This is an optimization exercise on Yosys and OpenROAD, whose aim is small area, a short achievable clock period and few clock cycles per item, not a production implementation.
Function was checked by simulation only, so behaviour that the tests miss may differ from the original.

$ cat flow/flow/run.sh
#!/bin/bash
# The standard layout (the standard.sh: standard synthesis, floorplan, place,
# CTS, route, finish) with two changes to how it is made:
#  - the repair steps aim at a setup slack margin of 6.9 ns instead of 0, so that
#    they also work on paths shorter than the clock period;
#  - the port buffers that the standard flow inserts are buf_2 cells.
# The constraints (constraint.sdc) are unchanged.
set -euo pipefail
bash standard.sh SETUP_SLACK_MARGIN=6.9 "BUFFER_PORTS_ARGS=-buffer_cell sky130_fd_sc_hd__buf_2" finish > standard.log 2>&1
$ cat flow/standard.sh
#!/bin/bash
# synth_recipe.tcl (not shown) runs the flow's synth.tcl, then flattens the netlist and writes it again
# the make line also repeats each setting of config.mk as NAME=value (left out here)
make -C /OpenROAD-flow-scripts/flow DESIGN_CONFIG=/design/flow/config.mk WORK_HOME=/design/flow/orfs CLKGATE_MAP_FILE= SYNTH_SCRIPT=/design/flow/synth_recipe.tcl "${@:-finish}"
$ cat flow/config.mk
export PLATFORM = sky130hd
export DESIGN_NAME = ntt_core
export DESIGN_NICKNAME = ntt_core
export VERILOG_FILES = /design/flow/design.v
export SDC_FILE = /design/flow/constraint.sdc
export NUM_CORES = 4
export LEC_CHECK = 0
export CAP_MARGIN = 20
export CORE_MARGIN = 2
export CORE_UTILIZATION = 40
export CTS_BUF_LIST = sky130_fd_sc_hd__clkbuf_16
export CTS_CLUSTER_DIAMETER = 120
export CTS_CLUSTER_SIZE = 20
export PLACE_DENSITY = 0.6
export SLEW_MARGIN = 20
export TNS_END_PERCENT = 10
$ cat flow/constraint.sdc
create_clock -name core_clock -period 10.0 [get_ports {clk}]
set_input_delay 2.0000 -clock core_clock [delete_from_list [all_inputs] [get_ports {clk}]]
set_output_delay 2.0000 -clock core_clock [all_outputs]
set_load 0.01 [all_outputs]
$ cat flow/design.v
`timescale 1ns / 1ps
module mod_add #(
    parameter WIDTH = 23
)(
    input  wire [WIDTH-1:0] a,
    input  wire [WIDTH-1:0] b,
    input  wire [WIDTH-1:0] q,
    output wire [WIDTH-1:0] res
);
    wire [WIDTH+1:0] x = {2'b0, a};
    wire [WIDTH+1:0] y = {2'b0, b};
    wire [WIDTH+1:0] z = ~{2'b0, q};                     
    wire [WIDTH+1:0] cs = x ^ y ^ z;
    wire [WIDTH+1:0] cc = (x & y) | (x & z) | (y & z);
    wire [WIDTH+1:0] sum = x + y;
    wire [WIDTH+1:0] red = cs + {cc[WIDTH:0], 1'b1};     
    assign res = red[WIDTH+1] ? sum[WIDTH-1:0] : red[WIDTH-1:0];
endmodule
`timescale 1ns / 1ps
module mod_sub #(
    parameter WIDTH = 23
)(
    input  wire [WIDTH-1:0] a,
    input  wire [WIDTH-1:0] b,
    input  wire [WIDTH-1:0] q,
    output wire [WIDTH-1:0] res
);
    wire [WIDTH+1:0] x = {2'b0, a};
    wire [WIDTH+1:0] y = ~{2'b0, b};                     
    wire [WIDTH+1:0] z = {2'b0, q};
    wire [WIDTH+1:0] cs = x ^ y ^ z;
    wire [WIDTH+1:0] cc = (x & y) | (x & z) | (y & z);
    wire [WIDTH+1:0] dif = x - {2'b0, b};
    wire [WIDTH+1:0] cor = cs + {cc[WIDTH:0], 1'b1};     
    assign res = dif[WIDTH+1] ? cor[WIDTH-1:0] : dif[WIDTH-1:0];
endmodule
`timescale 1ns / 1ps
module g1_rom(
    input  wire        clk,
    input  wire [7:0]  k,
    output reg  [22:0] z,
    output reg  [24:0] z3
);
    wire [22:0] zt =
        k[7] ?
            k[6] ?
                k[5] ?
                    k[4] ?
                        (k[3] ? (k[2] ? (k[1] ? (k[0] ? 23'd822261 : 23'd5399788) : (k[0] ? 23'd6680880 : 23'd891563)) : (k[1] ? (k[0] ? 23'd4727692 : 23'd2913410) : (k[0] ? 23'd3477672 : 23'd7069894))) : (k[2] ? (k[1] ? (k[0] ? 23'd1417091 : 23'd7696111) : (k[0] ? 23'd8296669 : 23'd5974679)) : (k[1] ? (k[0] ? 23'd4038431 : 23'd572058) : (k[0] ? 23'd1321441 : 23'd2547668))))
                      :
                        (k[3] ? (k[2] ? (k[1] ? (k[0] ? 23'd598128 : 23'd621475) : (k[0] ? 23'd7543492 : 23'd5889224)) : (k[1] ? (k[0] ? 23'd6681876 : 23'd5528863) : (k[0] ? 23'd4979239 : 23'd3059983))) : (k[2] ? (k[1] ? (k[0] ? 23'd8152187 : 23'd412555) : (k[0] ? 23'd194510 : 23'd4341843)) : (k[1] ? (k[0] ? 23'd1048079 : 23'd3854033) : (k[0] ? 23'd3264115 : 23'd3202193))))
                  :
                    k[4] ?
                        (k[3] ? (k[2] ? (k[1] ? (k[0] ? 23'd7378455 : 23'd2497089) : (k[0] ? 23'd1672764 : 23'd5681279)) : (k[1] ? (k[0] ? 23'd2346511 : 23'd8252630) : (k[0] ? 23'd7922431 : 23'd5264279))) : (k[2] ? (k[1] ? (k[0] ? 23'd1454394 : 23'd5319963) : (k[0] ? 23'd5899061 : 23'd1706095)) : (k[1] ? (k[0] ? 23'd6039471 : 23'd1199658) : (k[0] ? 23'd1919807 : 23'd6936100))))
                      :
                        (k[3] ? (k[2] ? (k[1] ? (k[0] ? 23'd7865632 : 23'd4846089) : (k[0] ? 23'd8078519 : 23'd3743225)) : (k[1] ? (k[0] ? 23'd2762585 : 23'd127680) : (k[0] ? 23'd8178470 : 23'd3338013))) : (k[2] ? (k[1] ? (k[0] ? 23'd4998893 : 23'd397199) : (k[0] ? 23'd410718 : 23'd8301507)) : (k[1] ? (k[0] ? 23'd1355859 : 23'd2221075) : (k[0] ? 23'd5879857 : 23'd2829165))))
              :
                k[5] ?
                    k[4] ?
                        (k[3] ? (k[2] ? (k[1] ? (k[0] ? 23'd2385895 : 23'd6242666) : (k[0] ? 23'd5125748 : 23'd457423)) : (k[1] ? (k[0] ? 23'd3418119 : 23'd7359120) : (k[0] ? 23'd3750689 : 23'd5267893))) : (k[2] ? (k[1] ? (k[0] ? 23'd5661276 : 23'd2966326) : (k[0] ? 23'd3162675 : 23'd6132153)) : (k[1] ? (k[0] ? 23'd1826286 : 23'd6012205) : (k[0] ? 23'd5272939 : 23'd3790019))))
                      :
                        (k[3] ? (k[2] ? (k[1] ? (k[0] ? 23'd7237774 : 23'd7059465) : (k[0] ? 23'd2032069 : 23'd3739825)) : (k[1] ? (k[0] ? 23'd2343095 : 23'd7426014) : (k[0] ? 23'd1691161 : 23'd4637696))) : (k[2] ? (k[1] ? (k[0] ? 23'd3601357 : 23'd5126575) : (k[0] ? 23'd7408177 : 23'd4606122)) : (k[1] ? (k[0] ? 23'd7946505 : 23'd3121527) : (k[0] ? 23'd3994353 : 23'd3781677))))
                  :
                    k[4] ?
                        (k[3] ? (k[2] ? (k[1] ? (k[0] ? 23'd1007793 : 23'd1798979) : (k[0] ? 23'd4876639 : 23'd2137261)) : (k[1] ? (k[0] ? 23'd2003160 : 23'd6223809) : (k[0] ? 23'd4347790 : 23'd7838993))) : (k[2] ? (k[1] ? (k[0] ? 23'd4254660 : 23'd4124652) : (k[0] ? 23'd6118482 : 23'd2046968)) : (k[1] ? (k[0] ? 23'd2718688 : 23'd4617553) : (k[0] ? 23'd7958480 : 23'd6843584))))
                      :
                        (k[3] ? (k[2] ? (k[1] ? (k[0] ? 23'd550275 : 23'd2780222) : (k[0] ? 23'd4248338 : 23'd5754661)) : (k[1] ? (k[0] ? 23'd2674846 : 23'd4449683) : (k[0] ? 23'd1985283 : 23'd4370778))) : (k[2] ? (k[1] ? (k[0] ? 23'd7816947 : 23'd1582918) : (k[0] ? 23'd86223 : 23'd2317728)) : (k[1] ? (k[0] ? 23'd138401 : 23'd4914925) : (k[0] ? 23'd2723744 : 23'd5978406))))
          :
            k[6] ?
                k[5] ?
                    k[4] ?
                        (k[3] ? (k[2] ? (k[1] ? (k[0] ? 23'd645852 : 23'd6949313) : (k[0] ? 23'd1629220 : 23'd5722904)) : (k[1] ? (k[0] ? 23'd8344869 : 23'd3075597) : (k[0] ? 23'd4710889 : 23'd7777312))) : (k[2] ? (k[1] ? (k[0] ? 23'd1803100 : 23'd4110938) : (k[0] ? 23'd4713638 : 23'd5969615)) : (k[1] ? (k[0] ? 23'd160064 : 23'd5211196) : (k[0] ? 23'd8242533 : 23'd6613043))))
                      :
                        (k[3] ? (k[2] ? (k[1] ? (k[0] ? 23'd8246901 : 23'd5746653) : (k[0] ? 23'd539732 : 23'd2427131)) : (k[1] ? (k[0] ? 23'd1041205 : 23'd3014941) : (k[0] ? 23'd6318032 : 23'd876598))) : (k[2] ? (k[1] ? (k[0] ? 23'd2724820 : 23'd3078951) : (k[0] ? 23'd5268348 : 23'd4190295)) : (k[1] ? (k[0] ? 23'd1970211 : 23'd8004947) : (k[0] ? 23'd4452614 : 23'd369934))))
                  :
                    k[4] ?
                        (k[3] ? (k[2] ? (k[1] ? (k[0] ? 23'd6773559 : 23'd2573395) : (k[0] ? 23'd722827 : 23'd572134)) : (k[1] ? (k[0] ? 23'd144757 : 23'd7414660) : (k[0] ? 23'd3876817 : 23'd6251266))) : (k[2] ? (k[1] ? (k[0] ? 23'd8228267 : 23'd6595502) : (k[0] ? 23'd7145603 : 23'd1516428)) : (k[1] ? (k[0] ? 23'd5783208 : 23'd7468004) : (k[0] ? 23'd6201552 : 23'd4426025))))
                      :
                        (k[3] ? (k[2] ? (k[1] ? (k[0] ? 23'd884120 : 23'd4706889) : (k[0] ? 23'd5526218 : 23'd6279082)) : (k[1] ? (k[0] ? 23'd4351935 : 23'd6506489) : (k[0] ? 23'd2328044 : 23'd2272696))) : (k[2] ? (k[1] ? (k[0] ? 23'd1126296 : 23'd937227) : (k[0] ? 23'd301413 : 23'd6855356)) : (k[1] ? (k[0] ? 23'd7965277 : 23'd794849) : (k[0] ? 23'd6265959 : 23'd4624468))))
              :
                k[5] ?
                    k[4] ?
                        (k[3] ? (k[2] ? (k[1] ? (k[0] ? 23'd3448184 : 23'd2819343) : (k[0] ? 23'd7589759 : 23'd3346691)) : (k[1] ? (k[0] ? 23'd7029453 : 23'd2260648) : (k[0] ? 23'd1670574 : 23'd1441970))) : (k[2] ? (k[1] ? (k[0] ? 23'd1905914 : 23'd6871435) : (k[0] ? 23'd7999772 : 23'd7356083)) : (k[1] ? (k[0] ? 23'd2725992 : 23'd7896224) : (k[0] ? 23'd4874454 : 23'd7378650))))
                      :
                        (k[3] ? (k[2] ? (k[1] ? (k[0] ? 23'd2666931 : 23'd5831596) : (k[0] ? 23'd7119494 : 23'd6914)) : (k[1] ? (k[0] ? 23'd7310896 : 23'd5932198) : (k[0] ? 23'd6344840 : 23'd2005723))) : (k[2] ? (k[1] ? (k[0] ? 23'd5523664 : 23'd715236) : (k[0] ? 23'd7653209 : 23'd4137859)) : (k[1] ? (k[0] ? 23'd5162816 : 23'd5030987) : (k[0] ? 23'd7856828 : 23'd6699798))))
                  :
                    k[4] ?
                        (k[3] ? (k[2] ? (k[1] ? (k[0] ? 23'd966259 : 23'd8371882) : (k[0] ? 23'd7823867 : 23'd7516345)) : (k[1] ? (k[0] ? 23'd5886079 : 23'd4334787) : (k[0] ? 23'd4591870 : 23'd683319))) : (k[2] ? (k[1] ? (k[0] ? 23'd2172826 : 23'd2493053) : (k[0] ? 23'd5759350 : 23'd1832143)) : (k[1] ? (k[0] ? 23'd1971164 : 23'd1503747) : (k[0] ? 23'd6549201 : 23'd6945356))))
                      :
                        (k[3] ? (k[2] ? (k[1] ? (k[0] ? 23'd3557091 : 23'd7191630) : (k[0] ? 23'd4037262 : 23'd6471454)) : (k[1] ? (k[0] ? 23'd6297595 : 23'd5548051) : (k[0] ? 23'd3490981 : 23'd7680160))) : (k[2] ? (k[1] ? (k[0] ? 23'd7792080 : 23'd3533777) : (k[0] ? 23'd3795857 : 23'd7267856)) : (k[1] ? (k[0] ? 23'd4140091 : 23'd4152377) : (k[0] ? 23'd4337571 : 23'd8191))));
    reg  [22:0] zr;
    always @(posedge clk) begin
        zr <= zt;
        z  <= zr;
        z3 <= {2'b0, zr} + {1'b0, zr, 1'b0};
    end
endmodule
`timescale 1ns / 1ps
module mont_mul (
    input  wire        clk,
    input  wire [39:0] ad,       
    input  wire [22:0] b,
    input  wire [24:0] b3,       
    output reg  [22:0] res
);
    localparam [23:0] Q = 24'd8380417;
    localparam [45:0] K = 46'h36DB6E000000;
    wire [45:0] row [0:8];
    wire [7:0]  neg = ad[39:32];
    genvar i;
    generate
        for (i = 0; i < 8; i = i + 1) begin : g_pp
            wire [24:0] mag = ({25{ad[i]}}    & {2'b0, b})       |
                              ({25{ad[8+i]}}  & {1'b0, b, 1'b0}) |
                              ({25{ad[16+i]}} & b3)              |
                              ({25{ad[24+i]}} & {b, 2'b0});
            wire [24:0] y = mag ^ {25{neg[i]}};
            wire [25:0] r = {~neg[i], y};
            if (i == 0) begin : g_r0
                assign row[i] = {20'd0, r};
            end else begin : g_ri
                wire [46+3*i:0] sh = {20'd0, r, 2'b0, neg[i-1], {(3*i-3){1'b0}}};
                assign row[i] = sh[45:0];
            end
        end
    endgenerate
    assign row[8] = K | ({45'd0, neg[7]} << 21);
    function [91:0] csa(input [45:0] x, input [45:0] y, input [45:0] z);
        reg [45:0] s, c;
        begin
            s = x ^ y ^ z;
            c = (x & y) | (x & z) | (y & z);
            csa = {s, c[44:0], 1'b0};
        end
    endfunction
    wire [91:0] l1a = csa(row[0], row[1], row[2]);
    wire [91:0] l1b = csa(row[3], row[4], row[5]);
    wire [91:0] l1c = csa(row[6], row[7], row[8]);
    wire [91:0] l2a = csa(l1a[91:46], l1a[45:0], l1b[91:46]);
    wire [91:0] l2b = csa(l1b[45:0], l1c[91:46], l1c[45:0]);
    wire [91:0] l3a = csa(l2a[91:46], l2a[45:0], l2b[91:46]);
    wire [91:0] l4a = csa(l3a[91:46], l3a[45:0], l2b[45:0]);
    reg [45:0] ps, pc;
    always @(posedge clk) begin
        ps <= l4a[91:46];
        pc <= l4a[45:0];
    end
    wire [45:0] p   = ps + pc;
    wire [22:0] lo  = p[22:0];
    wire [10:0] shc = {1'b0, lo[22:13]} + {1'b0, lo[9:0]};
    reg [22:0] hi_r, s_r;
    reg        e_r;
    always @(posedge clk) begin
        hi_r <= p[45:23];
        s_r  <= {shc[9:0], lo[12:0]};
        e_r  <= shc[10] & (lo[9:0] != 10'd0);
    end
    function [49:0] csa25(input [24:0] x, input [24:0] y, input [24:0] z);
        reg [24:0] c;
        begin
            c = (x & y) | (x & z) | (y & z);
            csa25 = {x ^ y ^ z, c[23:0], 1'b0};
        end
    endfunction
    wire [49:0] u1 = csa25({2'd0, hi_r}, {12'd0, s_r[22:10]}, ~{2'd0, s_r});
    wire [24:0] uc = {u1[24:1], e_r};
    wire [25:0] u  = {u1[49:25], 1'b1} + {uc, 1'b1};
    reg  [24:0] u_r;
    always @(posedge clk) u_r <= u[25:1];
    wire [24:0] v  = u_r + {2'd0, Q[22:0]};
    always @(posedge clk) res <= u_r[24] ? v[22:0] : u_r[22:0];
endmodule
`timescale 1ns / 1ps
module ntt_core #(
    parameter WIDTH = 24
)(
    input  wire          clk,
    input  wire          rst_n,
    input  wire          start,
    output reg           done,
    output reg  [7:0]    ram_addr_a,
    output reg           ram_we_a,
    output wire [WIDTH-1:0] ram_wdata_a,
    input  wire [WIDTH-1:0] ram_rdata_a,
    output reg  [7:0]    ram_addr_b,
    output reg           ram_we_b,
    output wire [WIDTH-1:0] ram_wdata_b,
    input  wire [WIDTH-1:0] ram_rdata_b
);
    localparam [22:0] Q = 23'd8380417;
    localparam [10:0] LAST    = 11'd1039;    
    localparam [1:0] S_IDLE = 2'd0, S_RUN = 2'd1, S_DONE = 2'd2;
    reg [1:0]  state;
    function [7:0] arr(input [7:0] G, input [1:0] t);
        reg [5:0] n;
        begin
            n = G[5:0];
            case (G[7:6])
                2'd0: arr = {t, n};
                2'd1: arr = {n[5], n[4], t, n[3], n[0], n[2], n[1]};
                2'd2: arr = {n[5], n[4], n[3], n[0], t, n[2], n[1]};
                default: arr = {n[5], n[0], n[4], n[3], n[2], n[1], t};
            endcase
        end
    endfunction
    function [7:0] maddr(input [2:0] s, input [7:0] j);
        begin
            case (s)
                3'd0: maddr = j;
                3'd1: maddr = {j[6], j[0], j[5], j[4], j[3], j[2], j[1], j[7]};
                3'd2: maddr = {j[6], j[0], j[4], j[2], j[3], j[5], j[1], j[7]};
                3'd3: maddr = {j[6], j[0], j[2], j[3], j[4], j[5], j[1], j[7]};
                default: maddr = {j[0], j[1], j[2], j[3], j[4], j[5], j[6], j[7]};
            endcase
        end
    endfunction
    function [7:0] zk1(input [7:0] G);
        reg [7:0] j;
        begin
            j = arr(G, 2'd0);
            case (G[7:6])
                2'd0: zk1 = 8'd1;
                2'd1: zk1 = {5'd0, 1'b1, j[7:6]};
                2'd2: zk1 = {3'd0, 1'b1, j[7:4]};
                default: zk1 = {1'b0, 1'b1, j[7:2]};
            endcase
        end
    endfunction
    reg  [10:0] cx;
    reg  [8:0]  kq0;
    wire [8:0]  kq1   = kq0 - 9'd1;
    wire [8:0]  kq2   = kq0 - 9'd2;
    wire [8:0]  kq3   = kq0 - 9'd3;
    wire [8:0]  kq4   = kq0 - 9'd4;
    wire        run   = (state == S_RUN);
    wire [1:0]  xph   = run ? cx[1:0] : 2'd1;
    wire        xrd   = (xph == 2'd1) || (xph == 2'd2);
    wire [8:0]  gA    = !run ? 9'd0 : xrd ? kq1 : kq4;
    wire [8:0]  gB    = !run ? 9'd0 : xrd ? kq0 : kq4;
    wire [1:0]  tA    = {xph == 2'd3, xph == 2'd2};
    wire [1:0]  tB    = {xph != 2'd0, xph != 2'd1};
    wire        wr    = !xrd && !kq4[8];
    reg  [7:0]  jA, jB;
    reg  [2:0]  jsA, jsB;
    reg         jwe;
    always @(posedge clk or negedge rst_n) begin
        if (!rst_n) begin
            jwe        <= 1'b0;
            ram_we_a   <= 1'b0;
            ram_we_b   <= 1'b0;
        end else begin
            jwe        <= run && wr;
            ram_we_a   <= jwe && run;
            ram_we_b   <= jwe && run;
        end
    end
    always @(posedge clk) begin
        ram_addr_a <= maddr(jsA, jA);
        ram_addr_b <= maddr(jsB, jB);
        jA  <= arr(gA[7:0], tA);
        jB  <= arr(gB[7:0], tB);
        jsA <= {1'b0, gA[7:6]} + {2'b0, !xrd};
        jsB <= {1'b0, gB[7:6]} + {2'b0, !xrd};
    end
    always @(posedge clk or negedge rst_n) begin
        if (!rst_n) begin
            state <= S_IDLE;
            cx    <= 11'd2;
            kq0   <= 9'd0;
            done  <= 1'b0;
        end else begin
            case (state)
                S_IDLE: begin
                    done <= 1'b0;
                    cx   <= 11'd2;
                    kq0  <= 9'd0;
                    if (start) state <= S_RUN;
                end
                S_RUN: begin
                    cx <= cx + 11'd1;
                    if (cx[1:0] == 2'd3) begin
                        kq0 <= kq0 + 9'd1;
                    end
                    if (cx == LAST + 11'd2) begin
                        state <= S_DONE;
                        done  <= 1'b1;
                    end
                end
                default: begin
                    cx   <= 11'd2;
                    kq0  <= 9'd0;
                    if (!start) begin
                        state <= S_IDLE;
                        done  <= 1'b0;
                    end
                end
            endcase
        end
    end
    reg  [8:0]  zg;
    reg  [1:0]  zp;
    always @(posedge clk) begin
        zg <= (xph == 2'd0) ? kq3 : (xph == 2'd1) ? kq2 : kq0;
        zp <= xph + 2'd1;
    end
    wire [7:0]  z1k  = zk1(zg[7:0]);
    reg  [7:0]  zidx;
    always @(posedge clk)
        zidx <= (zp == 2'd1) ? {z1k[6:0], 1'b1} : (zp == 2'd2) ? {z1k[6:0], 1'b0} : z1k;
    wire [22:0] zv;
    wire [24:0] zv3;
    g1_rom u_rom (.clk(clk), .k(zidx), .z(zv), .z3(zv3));
    reg [3:0] ph;
    always @(posedge clk or negedge rst_n) begin
        if (!rst_n)
            ph <= 4'b0001;
        else if (state != S_RUN)
            ph <= 4'b0001;
        else
            ph <= {ph[2:0], ph[3]};
    end
    reg [22:0] rA, rB;
    reg [22:0] H3, H0a, H0b, H2a, H2b;
    reg [39:0] mad;
    reg [22:0] bu;
    reg [22:0] wdA, wdB;
    assign ram_wdata_a = {1'b0, wdA};
    assign ram_wdata_b = {1'b0, wdB};
    always @(posedge clk) begin
        rA <= ram_rdata_a[22:0];
        rB <= ram_rdata_b[22:0];
        if (ph[2]) H3 <= wdB;                
        if (ph[1]) begin
            H0a <= wdA;                      
            H0b <= H0a;
            H2a <= wdB;                      
            H2b <= H2a;
        end
    end
    wire [22:0] mopn = ({23{ph[3]}} & rB) | ({23{ph[0]}} & rB) |
                       ({23{ph[1]}} & H3) | ({23{ph[2]}} & wdA);
    wire [24:0] mx = {1'b0, mopn, 1'b0};
    reg  [39:0] menc;
    reg  [2:0]  my;
    integer di;
    always @(*) begin
        for (di = 0; di < 8; di = di + 1) begin
            my = {mx[3*di+2], mx[3*di+1], mx[3*di]} ^ {3{mx[3*di+3]}};
            menc[di]    = ~my[2] & (my[1] ^ my[0]);
            menc[8+di]  = (~my[2] & my[1] & my[0]) | (my[2] & ~my[1] & ~my[0]);
            menc[16+di] = my[2] & (my[1] ^ my[0]);
            menc[24+di] = my[2] & my[1] & my[0];
            menc[32+di] = mx[3*di+3];
        end
    end
    always @(posedge clk) begin
        mad <= menc;
        bu  <= ({23{ph[3]}} & rA)  | ({23{ph[0]}} & rA) |
               ({23{ph[1]}} & H2b) | ({23{ph[2]}} & H0b);
    end
    wire [22:0] mp;
    mont_mul u_mul (.clk(clk), .ad(mad), .b(zv), .b3(zv3), .res(mp));
    wire [22:0] bsum, bdif;
    mod_add #(.WIDTH(23)) u_add (.a(bu), .b(mp), .q(Q), .res(bsum));
    mod_sub #(.WIDTH(23)) u_sub (.a(bu), .b(mp), .q(Q), .res(bdif));
    always @(posedge clk) begin
        wdA <= bsum;
        wdB <= bdif;
    end
endmodule
==> summary.txt <==
how the worst max path moves through the flow:
stage	slack, ns	depth (start not counted)	to	from
2_1_floorplan	6.67	11	u_mul.ps[29]	mad[20]
3_3_place_gp	5.31	12	u_rom.zr[19]	zidx[0]
3_5_place_dp	5.37	12	u_rom.zr[19]	zidx[0]
4_1_cts	6.64	19	u_mul.e_r	u_mul.pc[7]
5_1_grt	6.50	10	u_mul.ps[28]	mad[21]
6_report	6.53	9	u_rom.zr[15]	zidx[4]
worst max-delay path, delay by kind of cell, from the launching register on:
family | cells | cell delay, ns
compound gates | 6 | 1.36
buf+inv | 2 | 0.87
flops | 1 | 0.63
simple gates | 1 | 0.34
registers in the layout, indices dropped and copies added (netlist names), 24 cells and up:
signal,flops
mad,39
u_mul.pc,40
u_rom.z3,24
u_mul.ps,46
u_mul.u_r,24
cell families (layout without fill, tap and decap cells):
logic type / Yosys count / in the layout / synth area share
compound gates: 1610 / 1610 / 0.252
simple gates: 1072 / 1072 / 0.108
buf+inv: 843 / 827 / 0.0722
flops: 604 / 604 / 0.299
fa+ha+maj: 513 / 513 / 0.171
xor+xnor: 413 / 413 / 0.0807
mux: 58 / 58 / 0.0178
other cells: 1 / 5 / 0.0000837
final cells by class:
class / count / area, µm²
Inverter: 429 / 1670
Tap cell: 1488 / 1860
Fill cell: 10700 / 60000
Timing Repair Buffer: 334 / 2760
Clock buffer: 38 / 951
Sequential cell: 604 / 13600
Clock inverter: 26 / 238
Multi-Input combinational cell: 3668 / 29900
Antenna cell: 3 / 7.51
placed cells by master (no fill, tap or decap), types with 48 or more instances in the layout:
master    count
a211oi_1     62
a21o_1       68
a21oi_1     311
a221oi_1    120
a221oi_2     51
a222oi_1     57
a22o_1      161
a31oi_1      48
buf_2       116
buf_4       160
dfxtp_1     368
edfxtp_1    115
fa_1        150
ha_1        292
inv_1       396
nand2_1     337
nand3_1      90
nor2_1      313
nor3_1       79
o211ai_1     57
o21ai_0     288
xnor2_1     318
xor2_1       86
metrics by stage:
stage               setup slack, ns  cell area [µm²]
finish                         6.53            51000
global route                   6.50            51000
CTS                            6.64            49400
detailed placement             5.37            46500
global placement               5.31            46500
floorplan                      6.67            45000
Yosys cell counts (83+ instances only):
| library cell | count | share of area |
|---|---|---|
| nand2_1 | 352 | 0.029 |
| clkbuf_1 | 322 | 0.027 |
| nor2_1 | 337 | 0.028 |
| xor2_1 | 87 | 0.017 |
| a22o_1 | 161 | 0.031 |
| o21ai_0 | 314 | 0.035 |
| ha_1 | 345 | 0.096 |
| nor3_1 | 83 | 0.0093 |
| a21oi_1 | 336 | 0.038 |
| a221oi_1 | 171 | 0.033 |
| edfxtp_1 | 115 | 0.077 |
| xnor2_1 | 326 | 0.064 |
| fa_1 | 167 | 0.075 |
| dfxtp_1 | 460 | 0.21 |
| inv_1 | 417 | 0.035 |
| nand3_1 | 90 | 0.010 |
layer usage:
layer | global-route usage | wire, µm | vias to the layer above
li1 | - | - | 18200
met1 | 0.373 | 70000 | 19300
met2 | 0.447 | 75900 | 2060
met3 | 0.0526 | 14300 | 503
met4 | 0.128 | 10100 | 4
met5 | 0 | 26 | -
what timing repair did:
| action | 4_1_cts | 5_1_grt |
|---|---|---|
| pin swaps | 52 | 122 |
| gates cloned | 4 | 5 |
| setup buffers | 50 | 66 |
| hold buffers | 0 | 0 |
| gates resized for setup | 335 | 246 |
| setup endpoints to repair | 220 | 231 |
==> impl_results.md <==
* Post-route ant nets at 0
* Initial antenna violation count at 6
* Avg Synthesized Cell Area at ~9 µm²
* DP Cell Count at 6395
* Placer Congestion at 1.03
* Port Buf Inserts at roughly 110
* Max_slew headroom at 0.237
* Hold Path Class: reg2reg
* Ys Warns at 3
* Remaining DRCs at 0
* Utilization after layout at 0.459
* Max Slew Vio Count at 0
* Critical-path cell list: clkinv_2, buf_4, nor2_1, o21ai_0, o21ai_0, o21ai_0, a221oi_2, a211oi_1, a21o_1
* Vias in the first global route at 37.9k
* Largest net degree at the start of global routing at 194
* Critical path arrival at 3.90 ns
* Core ar. at 111000 µm²
* Post-synthesis async set-or-reset flop share at 0.0480
* WS Path Type: reg2reg
* GRT Total Usage at 0.282
* Worst-path fanout max at just over 40
* Clk buf depth at 3
* Clock Skews at 0.0517 ns
* Worst Hold End: u_rom.z[1]
* Hold Vio Cnt, Final at 0
* Final nets at 5638
* Max-cap viol count at 0
* CP peak stage delay at 0.63 ns
* Endpoints failing setup at 0
* Most used cell, CP: o21ai_0
* Status: timing/DRC/antenna clean
* Pre-Repair DR Iteration Count at 8
* CTS root buffer: clkbuf_16
* TNS Setup at 0 ns
* Reg-to-reg startpoint: zidx[4]
* CTS tree: yes
* I/O Pins at 118
* Register bit total from synthesis at ~600
* TritonCTS Sinks at 604
* CP required at 10.43 ns
* First-pass GRT wire length at 249000 µm
* Vias at around 40k
* Most common flop cell mapped by yosys: dfxtp_1
* WHS Path Cells at 0
* Share of layout cells above drive strength 1 at 0.169
* DRT iter0 DRCs at 4936
* Seq/Total Area, Yosys at 0.299
* Total routed wirelength at roughly 170000 µm
* Period utilisation layout at 0.347
* F_max at 288 MHz
* Total CTS buffers at 38
* Initial core utilization at 0.404
* Die W at 339 µm
* CP Launch Type: flip-flop
* RSZ-0062 raised after global routing: true
* Routed wire length per instance at 25.9 µm
* Yosys cell types at 102
* Worst Tran Pin Value at 1.13 ns
* Vias/cell at 6.09
* Skew-Pair Late Insertion Delay at 0.64 ns
* Worst setup EP type: flip-flop
* Mapped Cells at just over 5k
* Post-synth EDFFs at 115
* Die area at about 110000 µm²
* HPWL reported at the end of detailed placement at 120000 µm
* WHS at between 0.3 and 0.4 ns
* Hold wc startpoint: u_rom.zr[1]
* # rows at 122
* FF-to-FF path depth at 9
* R2R Path End: u_rom.zr[15]
* Area grow syn2layout at 13.8%
* Reg2reg setup slack at 6.53 ns
* Tmin final at 3.47 ns
* Slowest CP cell: dfxtp_4
* GR Overflow Total at 0
* Netlist Area Pre-Place at 44800 µm²
* Die Span Y at 339 µm
* Clock transition at path regs at 0.08 ns
* Fin cells at 6590
* H-tree depth at 2
Testbench counts, summed over its fixed seeds: cycles 25,008, transforms 24.

-- port drivers added, routing unchanged --
No port has a modelled driver above. Below, the same layout with a new extraction and two added sets of constraints. Step 1 sets driving cells, clkbuf_16 on the clock port and buf_2 on the other inputs (assumed; they add their load-dependent delay and slew). Step 2 moves the port delays by t, midway between the first and last clock arrival at a register: inputs arrive t later, outputs are due t later. That takes back most of the time a late clock gives input paths. a / b / c = ideal / step 1 / step 2; a / b = the first two.
t, ns: 0.690
slack for setup (ns): 6.532 / 6.532 / 6.532
clock arrival spread, ns: 0.063 / 0.062
worst data-port slew with drivers (ns): 0.06
After both steps setup and hold are still met in this run. For this run, drivers alone change the setup slack by 0.000 ns; drivers and shift together by 0.000 ns.
